What follows belongs to an exercise in optimizing a design on an open flow for small area; a production flow would make more cautious choices.
Where RTL was checked, it was by simulation tests only, not by an equivalence proof against the original.
Power and IR drop assume default switching activity.

==> flow/design.v (excerpt) <==
module L1_L2_Cache_System (
  input clk, reset,
  input cpu_req, cpu_write,
  input [31:0] cpu_addr,
  input [31:0] cpu_write_data,
  output reg [31:0] cpu_read_data,
  output reg L1_hit, L1_miss,
  output reg L2_hit, L2_miss,
  output reg [31:0] L1_hit_count,
  output reg [31:0] L1_miss_count,
  output reg [31:0] L2_hit_count,
  output reg [31:0] L2_miss_count,
  output reg mem_req_to_main,
  output reg mem_write_to_main,
  output reg [31:0] mem_addr_to_main,
  output reg [31:0] mem_write_data_to_main,
  input [31:0] mem_read_data_from_main
);
  reg [26*64-1:0] l2_tag;    
  reg [32*64-1:0] l2_data;   
  reg [3*16-1:0]  l2_st;     
  reg [2*16-1:0]  l1_way;    
  reg [32*16-1:0] l1_data;
  reg [31:0]      l2_rd;     
  reg        p_req, p_write, p_hit;
  reg [1:0]  p_way;
  reg [31:0] p_addr, p_wdata;
  wire [3:0]  c_idx = cpu_addr[5:2];
  wire [25:0] c_tag = cpu_addr[31:6];
  wire [3:0]  p_idx = p_addr[5:2];
  wire [25:0] p_tag = p_addr[31:6];
  wire [15:0] c_sel = 16'd1 << c_idx;
  wire [15:0] p_sel = 16'd1 << p_idx;
  wire [3:0]  pw_sel = 4'd1 << p_way;
  wire [2:0] c_st = l2_st[c_idx*3 +: 3];
  wire [2:0] p_st = l2_st[p_idx*3 +: 3];
  wire [3:0] c_valid = {c_st[2],
                        c_st[2] | (c_st[1:0] == 2'd3),
                        c_st[2] | c_st[1],
                        c_st[2] | (c_st[1:0] != 2'd0)};
  wire [3:0] cmp;
  genvar w;
  generate
    for (w = 0; w < 4; w = w + 1) begin : g_cmp
      reg [25:0] t;
      integer k;
      always @* begin
        t = 26'd0;
        for (k = 0; k < 16; k = k + 1)
          t = t | (l2_tag[(k*4+w)*26 +: 26] & {26{c_sel[k]}});
      end
      assign cmp[w] = c_valid[w] && (t == c_tag);
    end
  endgenerate
  wire       p_miss = p_req & ~p_hit;
  wire       p_at   = p_req && (p_idx == c_idx);
  wire       same   = p_at && (p_tag == c_tag);
  wire [1:0] victim = p_st[1:0];
  wire       alloc_here = p_miss && (p_idx == c_idx);
  wire [3:0] kill   = alloc_here ? (4'b0001 << victim) : 4'b0000;
  wire [3:0] hitv   = cmp & ~kill;
  wire       new_hit = same & p_miss;
  wire       l2e_hit = new_hit | (|hitv);
  wire [1:0] l2e_way = new_hit ? victim : {hitv[3] | hitv[2], hitv[3] | hitv[1]};
  wire [1:0] c_l1way = l1_way[c_idx*2 +: 2];
  wire       l1hit   = p_at ? same : cmp[c_l1way];
  wire       issue   = cpu_req & (cpu_write | ~l1hit);
  reg [31:0] l1_rdata;
  ...
Size: ~10,000 cells after synthesis, ~330 I/O pins.
clock: 12.0 ns
lec_check: 0
cap_margin: 20
core_margin: 2
core_utilization: 62
cts_buf_list: sky130_fd_sc_hd__clkbuf_16
cts_cluster_diameter: 90
cts_cluster_size: 26
place_density: 0.72
slew_margin: 20
run.sh (not shown) runs the stock make flow with config.mk's settings and CLKGATE_MAP_FILE= SYNTH_SCRIPT=/design/flow/synth_recipe.tcl, a recipe that flattens the netlist after the stock synthesis.
Edit:
Settings changed: CORE_UTILIZATION 62 to 55, CTS_CLUSTER_DIAMETER 90 to 60, CTS_CLUSTER_SIZE 26 to 30, PLACE_DENSITY 0.72 to 0.65.
=>
- total power goes up by 13%
- setup slack barely changes
- combinational power barely changes
- count of clock-buffer cells in the layout came out higher by 105
- clock power rises by 45%
- cell area is higher by 3.1%
- via count is about the same
- first-iteration DRC count falls by 0.75%
- register-to-register slack is worse by 0.09 ns
- final cell count is higher by 5.2%
No run of this note included a check of the RTL's function; only the layout flow was run.

---

L1_L2_Cache_System, a different RTL version from the one above (not shown whole).
Size in the first run: about 4600 flip-flops, roughly 0.17 mm² of cells after synthesis.
export LEC_CHECK = 0
export CAP_MARGIN = 20
export CORE_MARGIN = 2
export CORE_UTILIZATION = 62
export CTS_BUF_LIST = sky130_fd_sc_hd__clkbuf_16
export CTS_CLUSTER_DIAMETER = 90
export CTS_CLUSTER_SIZE = 30
export PLACE_DENSITY = 0.72
export SLEW_MARGIN = 20
create_clock -name core_clock -period 12.0 [get_ports {clk}]
standard.sh (not shown) runs the stock make flow with config.mk's settings and CLKGATE_MAP_FILE= SYNTH_SCRIPT=/design/flow/synth_recipe.tcl, a recipe that flattens the netlist after the stock synthesis.
==> flow/flow/run.sh <==
#!/bin/bash
# Own layout flow: the standard flow (standard.sh, all steps) with two changes:
#  - Yosys's ABC technology mapping uses an area-oriented script (flow/abc_area.script, delay
#    relaxed) in place of ORFS's abc_speed.script; the rest of synthesis, and so every register's
#    name and cell type, is unchanged.
#  - the port buffers inserted by buffer_ports are sky130_fd_sc_hd__buf_1.
# Each tool's output is in ORFS's own logs (orfs/logs/...); make's output is in flow_make.log.
set -euo pipefail
W=$PWD
rm -rf "$W/scripts_own"
cp -r "$FLOW_HOME/scripts" "$W/scripts_own"
cp "$W/flow/abc_area.script" "$W/scripts_own/abc_speed.script"
export SCRIPTS_DIR="$W/scripts_own"
export BUFFER_PORTS_ARGS="-buffer_cell sky130_fd_sc_hd__buf_1"
bash "$W/standard.sh" > "$W/flow_make.log" 2>&1
==> flow/flow/abc_area.script <==
&get -n
&st
&dch -f
&nf -a -R 1000
&st
&dch -f
&nf -a -R 1000
&st
&dch -f
&nf -a -R 1000
&put
topo
Change:
- CTS_CLUSTER_DIAMETER: 90 -> 100
- CTS_CLUSTER_SIZE: 30 -> 28
Result:
- wire length hardly moves
- final area stays flat
- die area stays the same
- worst hold slack improves by 0.0060 ns

separate check: timing with driven ports:
In the flow no input, the clock included, has a driving cell. The finished layouts below were timed again as built, in two steps. Step 1 sets driving cells, clkbuf_16 on the clock port and buf_2 on the other inputs (assumed; they add their load-dependent delay and slew). Step 2 also shifts input and output timing later by t, the mid clock arrival at the registers, as if the neighbouring blocks saw the same clock. Slacks: ideal ports / drivers / drivers and shift; pairs: ideal ports / drivers.
| run | shift t [ns] | slack for setup (ns) | latest minus earliest clock arrival (ns) | pins driven straight from the clock port |
|---|---|---|---|---|
| the first run of note 1 | 1.067 | 2.634 / 2.695 / 1.628 | 0.075 / 0.075 | 1 |
| the second run of note 1 | 1.082 | 2.633 / 2.701 / 1.619 | 0.104 / 0.104 | 1 |
| the first run of note 2 | 1.028 | 2.774 / 2.757 / 1.729 | 0.048 / 0.048 | 1 |
| the second run of note 2 | 1.055 | 2.675 / 2.671 / 1.615 | 0.082 / 0.083 | 1 |
After both steps every run listed still meets setup and hold. The setup slack of the second run of note 2, which loses most, moves by -0.004 ns with the drivers and by -1.060 ns with both steps.
